Background: an optimization exercise with open tools, aiming at small area, a short achievable clock period and few clock cycles per item. Do not read the settings as production practice. No run shown here included a check of the RTL's function; only the layout flow was run. The clock port is modelled as an ideal driver; clocking choices that lean on that would not hold on a real chip. Power figures rest on the tool's default switching activity, not on a simulated workload.

==> flow/design.v, too long to show whole: its modules and the start of the top module <==
// module Convolution: 2388 lines
// module fa: 6 lines
// module skm_g: 5 lines
// module skm_t: 5 lines
// module skm_x: 5 lines
// module skm_o00001: 6 lines
// module skm_o00091: 6 lines
// module skm_o00111: 6 lines
// module skm_o00191: 6 lines
// module skm_o11000: 6 lines
// module skm_o11110: 6 lines
// module skm_o11190: 6 lines
// module skm_s0: 5 lines
// module skm_s1: 5 lines
// module wsel: 7 lines
module Convolution(clk, rst_n, in_valid, weight_valid,
  In_IFM_1, In_IFM_2, In_IFM_3, In_IFM_4, In_IFM_5, In_IFM_6, In_IFM_7, In_IFM_8, In_IFM_9,
  In_Weight_1, In_Weight_2, In_Weight_3, In_Weight_4, In_Weight_5, In_Weight_6, In_Weight_7, In_Weight_8, In_Weight_9,
  out_valid, Out_OFM);
  // ...
==> flow/flow/run.sh <==
#!/bin/bash
# Own flow: the standard ORFS flow (standard synthesis, same steps and scripts), with
#  - port buffers of a plain small buffer cell (every input and output port still gets one),
#  - a tighter setup-slack target for the resizer's timing repair (flow/margin.txt),
#  - optionally (flow/post_cts.tcl) a step after clock-tree synthesis that sizes down cells
#    that are faster than needed, keeping the same setup-slack target.
# Each tool's full output goes to flow_orfs.log in this folder; ORFS's per-step logs stay
# under orfs/logs/.
set -euo pipefail
MARGIN=$(cat flow/margin.txt 2>/dev/null || echo 5.0)
export BUFFER_PORTS_ARGS="-buffer_cell sky130_fd_sc_hd__buf_1"
if [[ -f flow/post_cts.tcl ]]; then
  export POST_CTS_TCL=$PWD/flow/post_cts.tcl
fi
export OWN_MARGIN=$MARGIN
bash standard.sh SETUP_SLACK_MARGIN=$MARGIN finish > flow_orfs.log 2>&1
==> flow/flow/margin.txt <==
5.35
==> flow/flow/post_cts.tcl <==
# After clock-tree synthesis and its timing repair: size down cells on paths with more
# setup slack than the target, then legalise the placement again.
estimate_parasitics -placement
repair_timing -recover_power 100 -setup_margin $::env(OWN_MARGIN) -verbose
detailed_placement
check_placement -verbose
==> flow/standard.sh <==
#!/bin/bash
# synth_recipe.tcl (not shown) runs the flow's synth.tcl, then flattens the netlist and writes it again
# the make line also repeats each setting of config.mk as NAME=value (left out here)
make -C /OpenROAD-flow-scripts/flow DESIGN_CONFIG=/design/flow/config.mk WORK_HOME=/design/flow/orfs CLKGATE_MAP_FILE= SYNTH_SCRIPT=/design/flow/synth_recipe.tcl "${@:-finish}"
==> flow/config.mk <==
export PLATFORM = sky130hd
export DESIGN_NAME = Convolution
export DESIGN_NICKNAME = Convolution
export VERILOG_FILES = /design/flow/design.v
export SDC_FILE = /design/flow/constraint.sdc
export NUM_CORES = 8
export LEC_CHECK = 0
export ABC_CLOCK_PERIOD_IN_PS = 2000
export CAP_MARGIN = 20
export CORE_MARGIN = 2
export CORE_UTILIZATION = 60
export CTS_CLUSTER_DIAMETER = 100
export CTS_CLUSTER_SIZE = 20
export PLACE_DENSITY = 0.7
export SLEW_MARGIN = 20
export SYNTH_HIERARCHICAL = 1
==> flow/constraint.sdc <==
create_clock -name core_clock -period 8.0 [get_ports {clk}]
set_input_delay 1.6000 -clock core_clock [delete_from_list [all_inputs] [get_ports {clk}]]
set_output_delay 1.6000 -clock core_clock [all_outputs]
set_load 0.01 [all_outputs]
==> results by group, run 1 <==
Clock tree
  – TritonCTS clock tree: done
  – Clock slew at the register clock pins of the worst setup and hold paths: 0.09 ns

STA
  – Setup TNS: 0 ns
  – Period minus WS final: 4.384 ns
  – Skew final: 0.02092 ns

Synthesis
  – Post-synthesis cell count: 1908

Outcome
  – Status: timing/DRC/antenna clean

Setup path
  – Critical Path Max Stage Delay: about 0.53 ns
  – Crit-path most repeated cell: nand2b_1
  – Critical Path Source Type: flop
  – CP Launch Point: k2_1243$_DFF_P_
  – Crit end category: flop
  – Cells along the critical path: fa_1, fa_1, nand2_1, nand2_2, nand2b_4, nand2b_4, nand2b_4, nand2b_1, nand2b_1, nand2b_1, nand2b_1, nand2b_1, nand2b_1, nand2b_1, nand2b_1, nor2b_1, nand2b_1, o21ai_2, xor2_1
  – Register-to-Register Path Depth: 19
  – Delay-heaviest family, CP: simple AND/OR/NAND/NOR gates

Power
  – Sequential Power Share: 26.0%
  – Comb pwr: 8.17 mW

Place
  – Area post-placement: 24570 µm²
  – Post-DP HPWL: about 53000 µm

Drt
  – WL met2: around 28000 µm
  – Post-route ant nets: 0
  – DR WL/cell: roughly 25 µm
  – Wire length on met1: 25630 µm

Floorplanning
  – Die Width: 207.8 µm
  – Die Y: 207.8 µm
  – Die Area: about 43000 µm²

Finish
  – Share of post-route cells with drive strength above 1: 7.114%
  – Fraction of area in multi-input gates: 59.98%

Global routing
  – Most Crowded Layer GR: met2
  – Grt met2 use: 47.04%
  – Grt ovf: 0
==> run 2, diff against run 1 <==
--- a/flow/design.v
+++ b/flow/design.v
@@ -2281,98 +2281,98 @@
 skm_x u_cp12(.a(fa_a[12]), .b(fa_b[12]), .y(cp12));
 wire ct12;
 skm_t u_ct12(.a(fa_a[12]), .b(fa_b[12]), .y(ct12));
 wire cg13, cp13;
 skm_g u_cg13(.a(fa_a[13]), .b(fa_b[13]), .y(cg13));
 skm_x u_cp13(.a(fa_a[13]), .b(fa_b[13]), .y(cp13));
 wire ct13;
 skm_t u_ct13(.a(fa_a[13]), .b(fa_b[13]), .y(ct13));
+wire pg0_13, pp0_13;
+skm_o11110 u_pg0_13(.gi(cg13), .pi(ct13), .gj(cg12), .pj(ct12), .go(pg0_13), .po(pp0_13));
+wire pg0_12, pp0_12;
+skm_o11110 u_pg0_12(.gi(cg12), .pi(ct12), .gj(cg11), .pj(ct11), .go(pg0_12), .po(pp0_12));
+wire pg0_11, pp0_11;
+skm_o11110 u_pg0_11(.gi(cg11), .pi(ct11), .gj(cg10), .pj(ct10), .go(pg0_11), .po(pp0_11));
+wire pg0_10, pp0_10;
+skm_o11110 u_pg0_10(.gi(cg10), .pi(ct10), .gj(cg9), .pj(ct9), .go(pg0_10), .po(pp0_10));
+wire pg0_9, pp0_9;
+skm_o11110 u_pg0_9(.gi(cg9), .pi(ct9), .gj(cg8), .pj(ct8), .go(pg0_9), .po(pp0_9));
+wire pg0_8, pp0_8;
+skm_o11110 u_pg0_8(.gi(cg8), .pi(ct8), .gj(cg7), .pj(ct7), .go(pg0_8), .po(pp0_8));
+wire pg0_7, pp0_7;
+skm_o11110 u_pg0_7(.gi(cg7), .pi(ct7), .gj(cg6), .pj(ct6), .go(pg0_7), .po(pp0_7));
+wire pg0_6, pp0_6;
+skm_o11110 u_pg0_6(.gi(cg6), .pi(ct6), .gj(cg5), .pj(ct5), .go(pg0_6), .po(pp0_6));
+wire pg0_5, pp0_5;
+skm_o11110 u_pg0_5(.gi(cg5), .pi(ct5), .gj(cg4), .pj(ct4), .go(pg0_5), .po(pp0_5));
+wire pg0_4, pp0_4;
+skm_o11110 u_pg0_4(.gi(cg4), .pi(ct4), .gj(cg3), .pj(ct3), .go(pg0_4), .po(pp0_4));
+wire pg0_3, pp0_3;
+skm_o11110 u_pg0_3(.gi(cg3), .pi(ct3), .gj(cg2), .pj(ct2), .go(pg0_3), .po(pp0_3));
+wire pg0_2, pp0_2;
+skm_o11110 u_pg0_2(.gi(cg2), .pi(ct2), .gj(cg1), .pj(ct1), .go(pg0_2), .po(pp0_2));
 wire pg0_1, pp0_1;
 skm_o11110 u_pg0_1(.gi(cg1), .pi(ct1), .gj(cg0), .pj(ct0), .go(pg0_1), .po(pp0_1));
-wire pg0_2, pp0_2;
-skm_o11000 u_pg0_2(.gi(cg2), .pi(ct2), .gj(pg0_1), .pj(pp0_1), .go(pg0_2), .po(pp0_2));
-wire pg0_3, pp0_3;
-skm_o11000 u_pg0_3(.gi(cg3), .pi(ct3), .gj(pg0_2), .pj(pp0_2), .go(pg0_3), .po(pp0_3));
-wire pg0_4, pp0_4;
-skm_o11000 u_pg0_4(.gi(cg4), .pi(ct4), .gj(pg0_3), .pj(pp0_3), .go(pg0_4), .po(pp0_4));
-wire pg0_5, pp0_5;
-skm_o11000 u_pg0_5(.gi(cg5), .pi(ct5), .gj(pg0_4), .pj(pp0_4), .go(pg0_5), .po(pp0_5));
-wire pg0_6, pp0_6;
-skm_o11000 u_pg0_6(.gi(cg6), .pi(ct6), .gj(pg0_5), .pj(pp0_5), .go(pg0_6), .po(pp0_6));
-wire pg0_7, pp0_7;
-skm_o11000 u_pg0_7(.gi(cg7), .pi(ct7), .gj(pg0_6), .pj(pp0_6), .go(pg0_7), .po(pp0_7));
-wire pg0_8, pp0_8;
-skm_o11000 u_pg0_8(.gi(cg8), .pi(ct8), .gj(pg0_7), .pj(pp0_7), .go(pg0_8), .po(pp0_8));
-wire pg0_9, pp0_9;
-skm_o11000 u_pg0_9(.gi(cg9), .pi(ct9), .gj(pg0_8), .pj(pp0_8), .go(pg0_9), .po(pp0_9));
-wire pg0_10, pp0_10;
-skm_o11000 u_pg0_10(.gi(cg10), .pi(ct10), .gj(pg0_9), .pj(pp0_9), .go(pg0_10), .po(pp0_10));
-wire pg0_11, pp0_11;
-skm_o11000 u_pg0_11(.gi(cg11), .pi(ct11), .gj(pg0_10), .pj(pp0_10), .go(pg0_11), .po(pp0_11));
-wire pg0_12, pp0_12;
-skm_o11000 u_pg0_12(.gi(cg12), .pi(ct12), .gj(pg0_11), .pj(pp0_11), .go(pg0_12), .po(pp0_12));
-wire pg0_13, pp0_13;
-skm_o11000 u_pg0_13(.gi(cg13), .pi(ct13), .gj(pg0_12), .pj(pp0_12), .go(pg0_13), .po(pp0_13));
-wire pg1_2, pp1_2;
-skm_o00111 u_pg1_2(.gi(pg0_2), .pi(pp0_2), .gj(cg0), .pj(ct0), .go(pg1_2), .po(pp1_2));
+wire pg1_13, pp1_13;
+skm_o00001 u_pg1_13(.gi(pg0_13), .pi(pp0_13), .gj(pg0_11), .pj(pp0_11), .go(pg1_13), .po(pp1_13));
+wire pg1_12, pp1_12;
+skm_o00001 u_pg1_12(.gi(pg0_12), .pi(pp0_12), .gj(pg0_10), .pj(pp0_10), .go(pg1_12), .po(pp1_12));
+wire pg1_11, pp1_11;
+skm_o00001 u_pg1_11(.gi(pg0_11), .pi(pp0_11), .gj(pg0_9), .pj(pp0_9), .go(pg1_11), .po(pp1_11));
+wire pg1_10, pp1_10;
+skm_o00001 u_pg1_10(.gi(pg0_10), .pi(pp0_10), .gj(pg0_8), .pj(pp0_8), .go(pg1_10), .po(pp1_10));
+wire pg1_9, pp1_9;
+skm_o00001 u_pg1_9(.gi(pg0_9), .pi(pp0_9), .gj(pg0_7), .pj(pp0_7), .go(pg1_9), .po(pp1_9));
+wire pg1_8, pp1_8;
+skm_o00001 u_pg1_8(.gi(pg0_8), .pi(pp0_8), .gj(pg0_6), .pj(pp0_6), .go(pg1_8), .po(pp1_8));
+wire pg1_7, pp1_7;
+skm_o00001 u_pg1_7(.gi(pg0_7), .pi(pp0_7), .gj(pg0_5), .pj(pp0_5), .go(pg1_7), .po(pp1_7));
+wire pg1_6, pp1_6;
+skm_o00001 u_pg1_6(.gi(pg0_6), .pi(pp0_6), .gj(pg0_4), .pj(pp0_4), .go(pg1_6), .po(pp1_6));
+wire pg1_5, pp1_5;
+skm_o00001 u_pg1_5(.gi(pg0_5), .pi(pp0_5), .gj(pg0_3), .pj(pp0_3), .go(pg1_5), .po(pp1_5));
+wire pg1_4, pp1_4;
+skm_o00001 u_pg1_4(.gi(pg0_4), .pi(pp0_4), .gj(pg0_2), .pj(pp0_2), .go(pg1_4), .po(pp1_4));
 wire pg1_3, pp1_3;
 skm_o00001 u_pg1_3(.gi(pg0_3), .pi(pp0_3), .gj(pg0_1), .pj(pp0_1), .go(pg1_3), .po(pp1_3));
-wire pg1_4, pp1_4;
-skm_o00111 u_pg1_4(.gi(pg0_4), .pi(pp0_4), .gj(pg1_2), .pj(pp1_2), .go(pg1_4), .po(pp1_4));
-wire pg1_5, pp1_5;
-skm_o00111 u_pg1_5(.gi(pg0_5), .pi(pp0_5), .gj(pg1_3), .pj(pp1_3), .go(pg1_5), .po(pp1_5));
-wire pg1_6, pp1_6;
-skm_o00111 u_pg1_6(.gi(pg0_6), .pi(pp0_6), .gj(pg1_4), .pj(pp1_4), .go(pg1_6), .po(pp1_6));
-wire pg1_7, pp1_7;
-skm_o00111 u_pg1_7(.gi(pg0_7), .pi(pp0_7), .gj(pg1_5), .pj(pp1_5), .go(pg1_7), .po(pp1_7));
-wire pg1_8, pp1_8;
-skm_o00111 u_pg1_8(.gi(pg0_8), .pi(pp0_8), .gj(pg1_6), .pj(pp1_6), .go(pg1_8), .po(pp1_8));
-wire pg1_9, pp1_9;
-skm_o00111 u_pg1_9(.gi(pg0_9), .pi(pp0_9), .gj(pg1_7), .pj(pp1_7), .go(pg1_9), .po(pp1_9));
-wire pg1_10, pp1_10;
-skm_o00111 u_pg1_10(.gi(pg0_10), .pi(pp0_10), .gj(pg1_8), .pj(pp1_8), .go(pg1_10), .po(pp1_10));
-wire pg1_11, pp1_11;
-skm_o00111 u_pg1_11(.gi(pg0_11), .pi(pp0_11), .gj(pg1_9), .pj(pp1_9), .go(pg1_11), .po(pp1_11));
-wire pg1_12, pp1_12;
-skm_o00111 u_pg1_12(.gi(pg0_12), .pi(pp0_12), .gj(pg1_10), .pj(pp1_10), .go(pg1_12), .po(pp1_12));
-wire pg1_13, pp1_13;
-skm_o00111 u_pg1_13(.gi(pg0_13), .pi(pp0_13), .gj(pg1_11), .pj(pp1_11), .go(pg1_13), .po(pp1_13));
-wire pg2_4, pp2_4;
-skm_o11110 u_pg2_4(.gi(pg1_4), .pi(pp1_4), .gj(cg0), .pj(ct0), .go(pg2_4), .po(pp2_4));
-wire pg2_5, pp2_5;
-skm_o11000 u_pg2_5(.gi(pg1_5), .pi(pp1_5), .gj(pg0_1), .pj(pp0_1), .go(pg2_5), .po(pp2_5));
-wire pg2_6, pp2_6;
-skm_o11190 u_pg2_6(.gi(pg1_6), .pi(pp1_6), .gj(pg1_2), .pj(pg1_2), .go(pg2_6), .po(pp2_6));
+wire pg1_2, pp1_2;
+skm_o00111 u_pg1_2(.gi(pg0_2), .pi(pp0_2), .gj(cg0), .pj(ct0), .go(pg1_2), .po(pp1_2));
+wire pg2_13, pp2_13;
+skm_o11110 u_pg2_13(.gi(pg1_13), .pi(pp1_13), .gj(pg1_9), .pj(pp1_9), .go(pg2_13), .po(pp2_13));
+wire pg2_12, pp2_12;
+skm_o11110 u_pg2_12(.gi(pg1_12), .pi(pp1_12), .gj(pg1_8), .pj(pp1_8), .go(pg2_12), .po(pp2_12));
+wire pg2_11, pp2_11;
+skm_o11110 u_pg2_11(.gi(pg1_11), .pi(pp1_11), .gj(pg1_7), .pj(pp1_7), .go(pg2_11), .po(pp2_11));
+wire pg2_10, pp2_10;
+skm_o11110 u_pg2_10(.gi(pg1_10), .pi(pp1_10), .gj(pg1_6), .pj(pp1_6), .go(pg2_10), .po(pp2_10));
+wire pg2_9, pp2_9;
+skm_o11110 u_pg2_9(.gi(pg1_9), .pi(pp1_9), .gj(pg1_5), .pj(pp1_5), .go(pg2_9), .po(pp2_9));
+wire pg2_8, pp2_8;
+skm_o11110 u_pg2_8(.gi(pg1_8), .pi(pp1_8), .gj(pg1_4), .pj(pp1_4), .go(pg2_8), .po(pp2_8));
 wire pg2_7, pp2_7;
 skm_o11190 u_pg2_7(.gi(pg1_7), .pi(pp1_7), .gj(pg1_3), .pj(pg1_3), .go(pg2_7), .po(pp2_7));
-wire pg2_8, pp2_8;
-skm_o11000 u_pg2_8(.gi(pg1_8), .pi(pp1_8), .gj(pg2_4), .pj(pp2_4), .go(pg2_8), .po(pp2_8));
-wire pg2_9, pp2_9;
-skm_o11000 u_pg2_9(.gi(pg1_9), .pi(pp1_9), .gj(pg2_5), .pj(pp2_5), .go(pg2_9), .po(pp2_9));
-wire pg2_10, pp2_10;
-skm_o11000 u_pg2_10(.gi(pg1_10), .pi(pp1_10), .gj(pg2_6), .pj(None), .go(pg2_10), .po(pp2_10));
-wire pg2_11, pp2_11;
-skm_o11000 u_pg2_11(.gi(pg1_11), .pi(pp1_11), .gj(pg2_7), .pj(None), .go(pg2_11), .po(pp2_11));
-wire pg2_12, pp2_12;
-skm_o11000 u_pg2_12(.gi(pg1_12), .pi(pp1_12), .gj(pg2_8), .pj(pp2_8), .go(pg2_12), .po(pp2_12));
-wire pg2_13, pp2_13;
-skm_o11000 u_pg2_13(.gi(pg1_13), .pi(pp1_13), .gj(pg2_9), .pj(pp2_9), .go(pg2_13), .po(pp2_13));
-wire pg3_8, pp3_8;
-skm_o00191 u_pg3_8(.gi(pg2_8), .pi(pp2_8), .gj(cg0), .pj(cg0), .go(pg3_8), .po(pp3_8));
-wire pg3_9, pp3_9;
-skm_o00091 u_pg3_9(.gi(pg2_9), .pi(pp2_9), .gj(pg0_1), .pj(pg0_1), .go(pg3_9), .po(pp3_9));
-wire pg3_10, pp3_10;
-skm_o00191 u_pg3_10(.gi(pg2_10), .pi(pp2_10), .gj(pg1_2), .pj(pg1_2), .go(pg3_10), .po(pp3_10));
-wire pg3_11, pp3_11;
-skm_o00191 u_pg3_11(.gi(pg2_11), .pi(pp2_11), .gj(pg1_3), .pj(pg1_3), .go(pg3_11), .po(pp3_11));
-wire pg3_12, pp3_12;
-skm_o00091 u_pg3_12(.gi(pg2_12), .pi(pp2_12), .gj(pg2_4), .pj(pg2_4), .go(pg3_12), .po(pp3_12));
+wire pg2_6, pp2_6;
+skm_o11190 u_pg2_6(.gi(pg1_6), .pi(pp1_6), .gj(pg1_2), .pj(pg1_2), .go(pg2_6), .po(pp2_6));
+wire pg2_5, pp2_5;
+skm_o11000 u_pg2_5(.gi(pg1_5), .pi(pp1_5), .gj(pg0_1), .pj(pp0_1), .go(pg2_5), .po(pp2_5));
+wire pg2_4, pp2_4;
+skm_o11110 u_pg2_4(.gi(pg1_4), .pi(pp1_4), .gj(cg0), .pj(ct0), .go(pg2_4), .po(pp2_4));
 wire pg3_13, pp3_13;
 skm_o00091 u_pg3_13(.gi(pg2_13), .pi(pp2_13), .gj(pg2_5), .pj(pg2_5), .go(pg3_13), .po(pp3_13));
+wire pg3_12, pp3_12;
+skm_o00091 u_pg3_12(.gi(pg2_12), .pi(pp2_12), .gj(pg2_4), .pj(pg2_4), .go(pg3_12), .po(pp3_12));
+wire pg3_11, pp3_11;
+skm_o00191 u_pg3_11(.gi(pg2_11), .pi(pp2_11), .gj(pg1_3), .pj(pg1_3), .go(pg3_11), .po(pp3_11));
+wire pg3_10, pp3_10;
+skm_o00191 u_pg3_10(.gi(pg2_10), .pi(pp2_10), .gj(pg1_2), .pj(pg1_2), .go(pg3_10), .po(pp3_10));
+wire pg3_9, pp3_9;
+skm_o00091 u_pg3_9(.gi(pg2_9), .pi(pp2_9), .gj(pg0_1), .pj(pg0_1), .go(pg3_9), .po(pp3_9));
+wire pg3_8, pp3_8;
+skm_o00191 u_pg3_8(.gi(pg2_8), .pi(pp2_8), .gj(cg0), .pj(cg0), .go(pg3_8), .po(pp3_8));
 assign hi[0] = cp0;
 skm_s1 u_sum1(.p(cp1), .c(cg0), .s(hi[1]));
 skm_s0 u_sum2(.p(cp2), .c(pg0_1), .s(hi[2]));
 skm_s1 u_sum3(.p(cp3), .c(pg1_2), .s(hi[3]));
 skm_s1 u_sum4(.p(cp4), .c(pg1_3), .s(hi[4]));
 skm_s0 u_sum5(.p(cp5), .c(pg2_4), .s(hi[5]));
 skm_s0 u_sum6(.p(cp6), .c(pg2_5), .s(hi[6]));
 skm_s0 u_sum7(.p(cp7), .c(pg2_6), .s(hi[7]));
==> run 2 against run 1 <==
  * Still clean on timing, DRC and antenna
  * Setup slack better by 1.7 ns
  * Via count down 2.9%
  * Sequential share of layout area is 0.56 points higher
  * Critical path depth shrank 18
  * Hold slack improved by 0.0014 ns
  * Clock skew rose by 0.0083 ns
  * Critical endpoint is now out_valid
==> results by group, run 2 <==
Setup path
  – WS Path Type: reg -> out
  – Crit end category: primary output
  – Critical Path Max Stage Delay: 0.38 ns (-0.15 ns)
  – Crit path arrival time: 1.04 ns
  – WP buf/inv: 1
  – Data required, critical path: about 6.4 ns
  – RR Endpoint: k1_814$_DFF_P_
  – Slowest CP cell: dfrtp_1
  – Delay-heaviest family, CP: flip-flops
  – CP max FO: 1
  – Critical Path Source Type: flop
  – Cells along the critical path: clkbuf_2
  – Register-to-Register Path Depth: 4 (-15)
  – R2R Setup Slk: 5.37 ns
  – R2R Path Start: x5[2]$_DFF_P_

Floorplanning
  – Starting density of the core: between 60% and 70%
  – Die Y: 207.1 µm (-0.36%)
  – Core area: 40740 µm²
  – Die Width: 207.1 µm (-0.36%)
  – Boundary pin count: 170
  – # rows: 74
  – Die Area: 42870 µm² (-0.73%)

Clock tree
  – TritonCTS clock tree: done
  – Later-pin clock latency in the skew report: 0.57 ns
  – Clock slew at the register clock pins of the worst setup and hold paths: 0.08 ns (about the same)
  – Clk sinks: 391

STA
  – Final-report hold violation count: 0
  – Tightest Pin Transition: between 0.5 and 0.6 ns
  – WHS: 0.3326 ns
  – Setup TNS: 0 ns (unchanged)
  – Period minus WS final: 2.645 ns (-1.739 ns)
  – Max Clk Rate: 378.1 MHz
  – Fin crit share: about a third
  – Setup violators final: 0
  – Max Slew Vio Count: 0
  – Worst slew margin: 65.46%
  – RSZ-0062 raised after global routing: yes
  – Skew final: 0.02918 ns (+0.008255 ns)

Drt
  – Drt initial violations: 1169
  – Post-route ant nets: 0 (unchanged)
  – Total Routed Length: 61540 µm
  – 1st-pass router iterations: 6
  – Ratio of routed vias to standard cells: ~5.6
  – DRC Markers: 0
  – DR WL/cell: 24.95 µm (-1.9%)
  – Vias post-DR: about 14000

Power
  – Leakage: between 8 and 9 nW
  – Sw Pwr: roughly 5 mW
  – Switching Share: 44.14%
  – Power, Total: 11.11 mW
  – Total internal power: a little over 6 mW
  – Clock network power share: 10.4%
  – Peak supply drop: 0.3731 mV
  – PD cells: 449.2 nW/µm²
  – Sequential Power Share: 29.3% (+3.3 points)
  – Combinational fraction of design power: roughly 60%

Place
  – Area post-placement: 24370 µm² (-0.82%)
  – Port buffer count: 168
  – Post-DP HPWL: 51970 µm (-2.1%)
  – Gpl congestion: 0.9584

Finish
  – Util after Layout: 60.72%
  – Share of post-route cells with drive strength above 1: 4.137% (-3.0 points)
  – Post-route cell area: between 20000 and 25000 µm²
  – Nets@finish: 2637
  – Area growth syn-to-layout: -0.01001%
  – Most frequent cells in the layout: nand2_1, fa_1, dfxtp_1
  – Largest Register: ofm
  – Max reg flops: 20
  – Commonest non-fill, non-tap cell in the layout: nand2_1
  – Diodes inserted: 0

Synthesis
  – Synth Warn #: 7
  – Syn Std Cell Area: about 25000 µm²
  – Post-synthesis cell count: 1877 (-1.6%)
  – Synthesized area per cell: ~13 µm²

Hold path
  – Hold WC Path Type: reg -> reg
  – Min-Delay Startpoint: k1_801$_DFF_P_
  – Worst hold stages: 0
  – Worst Hold Path EP: k2_1239$_DFF_P_

Global routing
  – GRT Total Usage: 30.26%
  – Initial antenna violation count: 0
  – Largest net degree at the start of global routing: 45
  – Vias in the first global route: between 15000 and 20000
  – First-pass GRT wire length: 94380 µm
  – Grt ovf: 0 (unchanged)

Run
  – Max cap viols: 0

Outcome
  – Status: timing/DRC/antenna clean
## run 2: worst max-delay path by stage
stage / startpoint / to / slack [ns] / cells past startpoint
floorplan: k1_892$_DFF_P_ / k2_1262$_DFF_P_ / 5.68 / 4
global placement: weight_valid / w1[4]$_DFF_P_ / 4.66 / 3
detailed placement: weight_valid / w1[1]$_DFF_P_ / 4.62 / 3
global route: k2_1243$_DFF_P_ / ofm[18]$_DFF_P_ / 5.26 / 8
finish: vld[3]$_DFF_PN0_ / out_valid / 5.36 / 1
## run 2: metrics by stage
| step | worst slack [ns] | instances |
|---|---|---|
| 6_report | 5.356 | 2466 |
| 5_1_grt | 5.259 | 2466 |
| 3_5_place_dp | 4.620 | 2438 |
| 3_3_place_gp | 4.658 | 2438 |
| 2_1_floorplan | 5.677 | 1891 |
## run 2: power by group through the flow
stage          clock, mW  combinational (mW)  sequential (mW)
3_3_place_gp           0                6.63             3.28
3_5_place_dp           0                6.82             3.29
2_1_floorplan          0                4.84             3.09
6_report            1.16                6.70             3.25
5_1_grt             1.25                7.65             3.32
## run 2: layer usage
layer	track usage [%]	up-vias	wire [µm]
met2	45.39	831	27360
met4	13.87	0	3643
met5	0	-	0
met1	41.17	7055	23230
met3	8.960	128	7308
li1	-	5694	-
## run 2: final cells by class
type / count / area [µm²]
Sequential cell: 391 / 7848
Multi-Input combinational cell: 1335 / 14900
Fill cell: 3245 / 16000
Timing Repair Buffer: 170 / 680.7
Inverter: 11 / 41.29
Tap cell: 532 / 665.6
Clock inverter: 2 / 12.51
Clock buffer: 25 / 583.1

## re-timing with driven ports
Ports are ideal in the flow. The routed layouts listed here were re-timed in OpenROAD. Step 1 sets driving cells, clkbuf_16 on the clock port and buf_2 on the other inputs (assumed; they add their load-dependent delay and slew). Step 2 times the ports against the registers' clock, not the clock port: input delays grow and output delays shrink by t, the midpoint of the rising clock arrivals with the driver on. a / b / c = ideal / step 1 / step 2; a / b = the first two.
run	shift t [ns]	setup slack, ns	worst register clock-pin slew, ns
run 1	0.619	3.617 / 3.617 / 3.617	0.09 / 0.09
run 2	0.613	5.355 / 5.298 / 5.285	0.09 / 0.09
After both steps setup and hold are still met in every run listed. For run 2, which loses most, drivers alone change the setup slack by -0.057 ns; drivers and shift together by -0.070 ns.
